This design comes from an exercise in tuning for small area on the open sky130 flow, not from production work.
Only simulation tests tie the RTL to the original design; equivalence was not proved.
No activity file was given, so power comes from the tool's default toggle rates.

## before
## UART_Register_Top
module UART_Register_Top(
    input               PCLK,
    input               PRESETn,
    output              irqreq,
    input       [31:0]  PADDR,
    input               PSEL,
    input               PENABLE,
    input               PWRITE,
    input       [31:0]  PWDATA,
    output              PREADY,
    output      [31:0]  PRDATA,
    output              PSLVERR,
    input               RxD,
    output              TxD
);
==> module UART_Register_Top, before the edit <==
module UART_Register_Top(
    input               PCLK,
    input               PRESETn,
    output              irqreq,
    input       [31:0]  PADDR,
    input               PSEL,
    input               PENABLE,
    input               PWRITE,
    input       [31:0]  PWDATA,
    output              PREADY,
    output      [31:0]  PRDATA,
    output              PSLVERR,
    input               RxD,
    output              TxD
);
assign PREADY  = 1'b1;
assign PSLVERR = 1'b0;
wire       acc    = PSEL & PENABLE;
wire       a_lo   = (PADDR[7:3] == 5'd0);
wire       wr_acc = acc & PWRITE & a_lo;
wire       tx_push = wr_acc & (PADDR[2:0] == 3'd0);
wire       cr0_wr  = wr_acc & (PADDR[2:0] == 3'd3);
wire       cr1_wr  = wr_acc & (PADDR[2:0] == 3'd4);
wire       rxb_rd  = acc & ~PWRITE & a_lo & (PADDR[2:0] == 3'd1);
reg  [9:0] div;
wire       tick = div[9] & ~div[8] & ~div[7] & ~div[6] & div[5] & div[4] &
                  ~div[3] & div[0];
always @(posedge PCLK or negedge PRESETn)
    if (~PRESETn) div <= 10'd627;
    else          div <= {div[8], div[7], div[6] | tick, div[5:0],
                          div[9] ^ div[2]};
reg  [127:0] mem;
reg  [4:0]   tidx;
wire         tx_empty = tidx[4];
wire         tx_full  = (tidx == 5'd15);
wire [7:0]   head     = mem[tidx[3:0]*8 +: 8];
wire         tx_done;
wire         tx_pop   = ((cr0_wr & PWDATA[0]) | tx_done) & ~tx_empty;
wire         tx_shift = tx_push & (~tx_full | tx_pop);
wire         t_up     = tx_push & ~tx_pop & ~tx_full;
wire         t_dn     = tx_pop & ~tx_push;
wire [7:0]   tx_din   = tx_full ? mem[127:120] : PWDATA[7:0];
always @(posedge PCLK)
    if (tx_shift) mem <= {mem[119:0], tx_din};
always @(posedge PCLK or negedge PRESETn)
    if (~PRESETn)                          tidx <= 5'h1f;
    else                                   tidx <= tidx + {{4{t_dn}}, t_up | t_dn};
reg  [7:0] txbuf;
always @(posedge PCLK or negedge PRESETn)
    if (~PRESETn)    txbuf <= 8'd0;
    else if (tx_pop) txbuf <= head;
reg  [3:0] ts, tc;
assign     tx_done = (ts == 4'd1);
wire       t_wait  = (ts == 4'd2) | tx_done;
wire       t_run   = ts[3] | (ts == 4'd7) | (ts == 4'd0);
wire [7:0] tsc = {ts, tc} + {7'd0, t_run & tick};
always @(posedge PCLK or negedge PRESETn)
    if (~PRESETn) begin
        ts <= 4'd2; tc <= 4'd0;
    end else begin
        tc <= tsc[3:0];
        ts <= t_wait ? (tx_pop ? 4'd7 : 4'd2) : tsc[7:4];
    end
assign TxD = ts[3] ? txbuf[ts[2:0]] : (ts != 4'd7);
reg  [3:0] rs, rc;
wire       r_done = (rs == 4'd1);
wire       r_ad   = (rs == 4'd2);
wire       r_run  = rs[3] | (rs == 4'd7) | (rs == 4'd0);
wire [4:0] rcn    = {1'b0, rc} + {4'd0, r_run & tick};
wire       r_step = rcn[4] | r_done | ((rs == 4'd5) & tick) | ((rs == 4'd6) & ~RxD);
always @(posedge PCLK or negedge PRESETn)
    if (~PRESETn) begin
        rs <= 4'd5; rc <= 4'd0;
    end else begin
        rc <= rcn[3:0];
        rs <= rs + {2'd0, r_ad, r_ad | r_step};
    end
reg        s0, s1;
reg  [7:0] rdata;
wire       rbit = s1 & (RxD | s0);
always @(posedge PCLK) begin
    if (tick & (rc == 4'd7)) s0 <= RxD;
    if (tick & (rc == 4'd8)) s1 <= RxD;
    if (tick & (rc == 4'd9) & rs[3]) rdata <= {rbit, rdata[7:1]};
end
reg  [7:0] rxbuf;
reg        stopb;
always @(posedge PCLK or negedge PRESETn)
    if (~PRESETn)    begin rxbuf <= 8'd0; stopb <= 1'b0; end
    else if (r_done) begin rxbuf <= rdata; stopb <= RxD; end
assign irqreq = r_done;
reg  [7:0] cr0;
reg  [4:0] cr1;
always @(posedge PCLK or negedge PRESETn)
    if (~PRESETn)    cr0 <= 8'd0;
    else if (cr0_wr) cr0 <= PWDATA[7:0];
always @(posedge PCLK or negedge PRESETn)
    if (~PRESETn)    cr1 <= 5'd0;
    else if (cr1_wr) cr1 <= PWDATA[4:0];
reg  [4:0] rcnt;
wire       rx_full  =  rcnt[4] & ~rcnt[2] &  rcnt[0];
wire       rx_empty = ~rcnt[3] &  rcnt[1] & ~rcnt[0];
wire       st0 = r_ad;
reg        st1, st3, st4;
wire       rx_wr = st0 & cr0[1];
always @(posedge PCLK or negedge PRESETn)
    if (~PRESETn)                           rcnt <= 5'd2;
    else if (rx_wr & ~rxb_rd & ~rx_full)    rcnt <= {rcnt[3:0], rcnt[4] ^ rcnt[0]};
    else if (rxb_rd & ~rx_wr & ~rx_empty)   rcnt <= {rcnt[0] ^ rcnt[1], rcnt[4:1]};
always @(posedge PCLK or negedge PRESETn)
    if (~PRESETn) begin
        st1 <= 1'b0; st3 <= 1'b0; st4 <= 1'b0;
    end else begin
        st1 <= tx_empty;
        st3 <= r_done & ~stopb;
        st4 <= rx_full & cr0_wr & PWDATA[1];
    end
reg  [7:0] rd8;
always @(*)
    case (PADDR[7:0])
        8'h00:   rd8 = txbuf;
        8'h01:   rd8 = rxbuf;
        8'h03:   rd8 = cr0;
        8'h04:   rd8 = {3'd0, cr1};
        8'h05:   rd8 = {3'd0, st4, st3, st1, st1, st0};
        default: rd8 = 8'd0;
    endcase
assign PRDATA = {24'd0, rd8};
endmodule
clock: 10.0 ns
lec_check: 0
cap_margin: 20
core_margin: 2
core_utilization: 60
slew_margin: 20
standard.sh (not shown) runs the stock make flow with config.mk's settings and CLKGATE_MAP_FILE= SYNTH_SCRIPT=/design/flow/synth_recipe.tcl, a recipe that flattens the netlist after the stock synthesis.
==> flow/flow/run.sh <==
#!/bin/bash
# Own layout flow: the standard flow (standard synthesis unchanged),
# with buf_1 port buffers, one tie cell per constant instead of one per
# constant output, and a clock tree of clkbuf_4 cells (clusters of at most
# 10 flip-flops) without dummy loads. make's full output goes to
# flow_make.log here; ORFS keeps each step's log under orfs/logs/.
set -euo pipefail
CTS="-sink_clustering_enable -repair_clock_nets -dont_use_dummy_load"
CTS="$CTS -buf_list sky130_fd_sc_hd__clkbuf_4"
CTS="$CTS -sink_clustering_size 10 -sink_clustering_max_diameter 50"
bash standard.sh \
    "BUFFER_PORTS_ARGS=-buffer_cell sky130_fd_sc_hd__buf_1" \
    "CTS_ARGS=$CTS" \
    SKIP_REPAIR_TIE_FANOUT=1 \
    finish > flow_make.log 2>&1
test -f out/final.def
What after does differently from before at the input level:
-- flow/design.v --
<<< before, line 22
wire       cr0_wr  = wr_acc & (PADDR[2:0] == 3'd3);
wire       cr1_wr  = wr_acc & (PADDR[2:0] == 3'd4);
wire       rxb_rd  = acc & ~PWRITE & a_lo & (PADDR[2:0] == 3'd1);
reg  [9:0] div;
wire       tick = div[9] & ~div[8] & ~div[7] & ~div[6] & div[5] & div[4] &
>>> after, line 22
wire       cr0_wr  = wr_acc & (PADDR[2:0] == 3'd3);
wire       cr1_wr  = wr_acc & (PADDR[2:0] == 3'd4);
reg  [9:0] div;
wire       tick = div[9] & ~div[8] & ~div[7] & ~div[6] & div[5] & div[4] &
<<< before, line 52
reg  [3:0] ts, tc;
assign     tx_done = (ts == 4'd1);
wire       t_wait  = (ts == 4'd2) | tx_done;
wire       t_run   = ts[3] | (ts == 4'd7) | (ts == 4'd0);
wire [7:0] tsc = {ts, tc} + {7'd0, t_run & tick};
always @(posedge PCLK or negedge PRESETn)
    if (~PRESETn) begin
        ts <= 4'd2; tc <= 4'd0;
    end else begin
        tc <= tsc[3:0];
        ts <= t_wait ? (tx_pop ? 4'd7 : 4'd2) : tsc[7:4];
    end
assign TxD = ts[3] ? txbuf[ts[2:0]] : (ts != 4'd7);
>>> after, line 51
reg  [3:0] ts, tc;
assign     tx_done = (ts == 4'd1);
wire       t_wait  = (ts == 4'd6) | tx_done;
wire       t_run   = ts[3] | (ts == 4'd7) | (ts == 4'd0);
wire [7:0] tsc = {ts, tc} + {7'd0, t_run & tick};
always @(posedge PCLK or negedge PRESETn)
    if (~PRESETn) begin
        ts <= 4'd6; tc <= 4'd0;
    end else begin
        tc <= tsc[3:0];
        ts <= t_wait ? {3'b011, tx_pop} : tsc[7:4];
    end
assign TxD = ts[3] ? txbuf[ts[2:0]] : (ts != 4'd7);
<<< before, line 98
    if (~PRESETn)    cr1 <= 5'd0;
    else if (cr1_wr) cr1 <= PWDATA[4:0];
reg  [4:0] rcnt;
wire       rx_full  =  rcnt[4] & ~rcnt[2] &  rcnt[0];
wire       rx_empty = ~rcnt[3] &  rcnt[1] & ~rcnt[0];
wire       st0 = r_ad;
reg        st1, st3, st4;
wire       rx_wr = st0 & cr0[1];
always @(posedge PCLK or negedge PRESETn)
    if (~PRESETn)                           rcnt <= 5'd2;
    else if (rx_wr & ~rxb_rd & ~rx_full)    rcnt <= {rcnt[3:0], rcnt[4] ^ rcnt[0]};
    else if (rxb_rd & ~rx_wr & ~rx_empty)   rcnt <= {rcnt[0] ^ rcnt[1], rcnt[4:1]};
always @(posedge PCLK or negedge PRESETn)
    if (~PRESETn) begin
        st1 <= 1'b0; st3 <= 1'b0; st4 <= 1'b0;
    end else begin
        st1 <= tx_empty;
        st3 <= r_done & ~stopb;
        st4 <= rx_full & cr0_wr & PWDATA[1];
    end
reg  [7:0] rd8;
>>> after, line 97
    if (~PRESETn)    cr1 <= 5'd0;
    else if (cr1_wr) cr1 <= PWDATA[4:0];
wire       st0 = r_ad;
reg        st1, st3;
always @(posedge PCLK or negedge PRESETn)
    if (~PRESETn) begin
        st1 <= 1'b0; st3 <= 1'b0;
    end else begin
        st1 <= tx_empty;
        st3 <= r_done & ~stopb;
    end
reg  [7:0] rd8;
<<< before, line 123
        8'h03:   rd8 = cr0;
        8'h04:   rd8 = {3'd0, cr1};
        8'h05:   rd8 = {3'd0, st4, st3, st1, st1, st0};
        default: rd8 = 8'd0;
    endcase
>>> after, line 113
        8'h03:   rd8 = cr0;
        8'h04:   rd8 = {3'd0, cr1};
        8'h05:   rd8 = {4'd0, st3, st1, st1, st0};
        default: rd8 = 8'd0;
    endcase
Overall die height was higher in before than in after. On number of buffers added by the clock tree synthesis step, the higher figure sits with before, not after. Per the comparison of after with before, count of clock-buffer cells in the layout lower, synthesized area -4.0%. Going from before to after, slew at the pin closest to its max-slew limit grows by 46 ps. Diff before -> after: final area went down; buffer count excluding the clock tree in the final layout went down; post-synthesis share of cell area spent on full adders, half adders and majority gates flat. after against before: share of the synthesized netlist area taken by xor and xnor gates higher; routed via count divided by cell count moved down; wire length of the first global-routing pass went down 2300 um. Sequential-cell power consumption (after vs. before) decreases by a few percent. Looking at routed wire length across both flows, after is the stronger of the two, with before trailing.

## what the ideal ports hide
How much do the figures lean on ideal ports? The routed layouts below were timed once more, with nothing changed but the port constraints.
Step 1, drivers: a clkbuf_16 drives PCLK and a buf_2 each remaining input, both assumed.
Step 2 times the ports against the registers' clock, not the clock port: input delays grow and output delays shrink by t, the midpoint of the rising clock arrivals with the driver on.
Three values: no drivers, after step 1, after step 2; two values: the first two.
| run | t (ns) | slack for setup (ns) | slew at the worst register clock pin (ns) |
|---|---|---|---|
| before | 0.641 | 4.153 / 4.133 / 4.112 | 0.11 / 0.11 |
| after | 0.625 | 4.096 / 4.076 / 4.076 | 0.11 / 0.11 |
After both steps setup and hold are still met in every run listed. The setup slack of before, which loses most, moves by -0.020 ns with the drivers and by -0.041 ns with both steps.
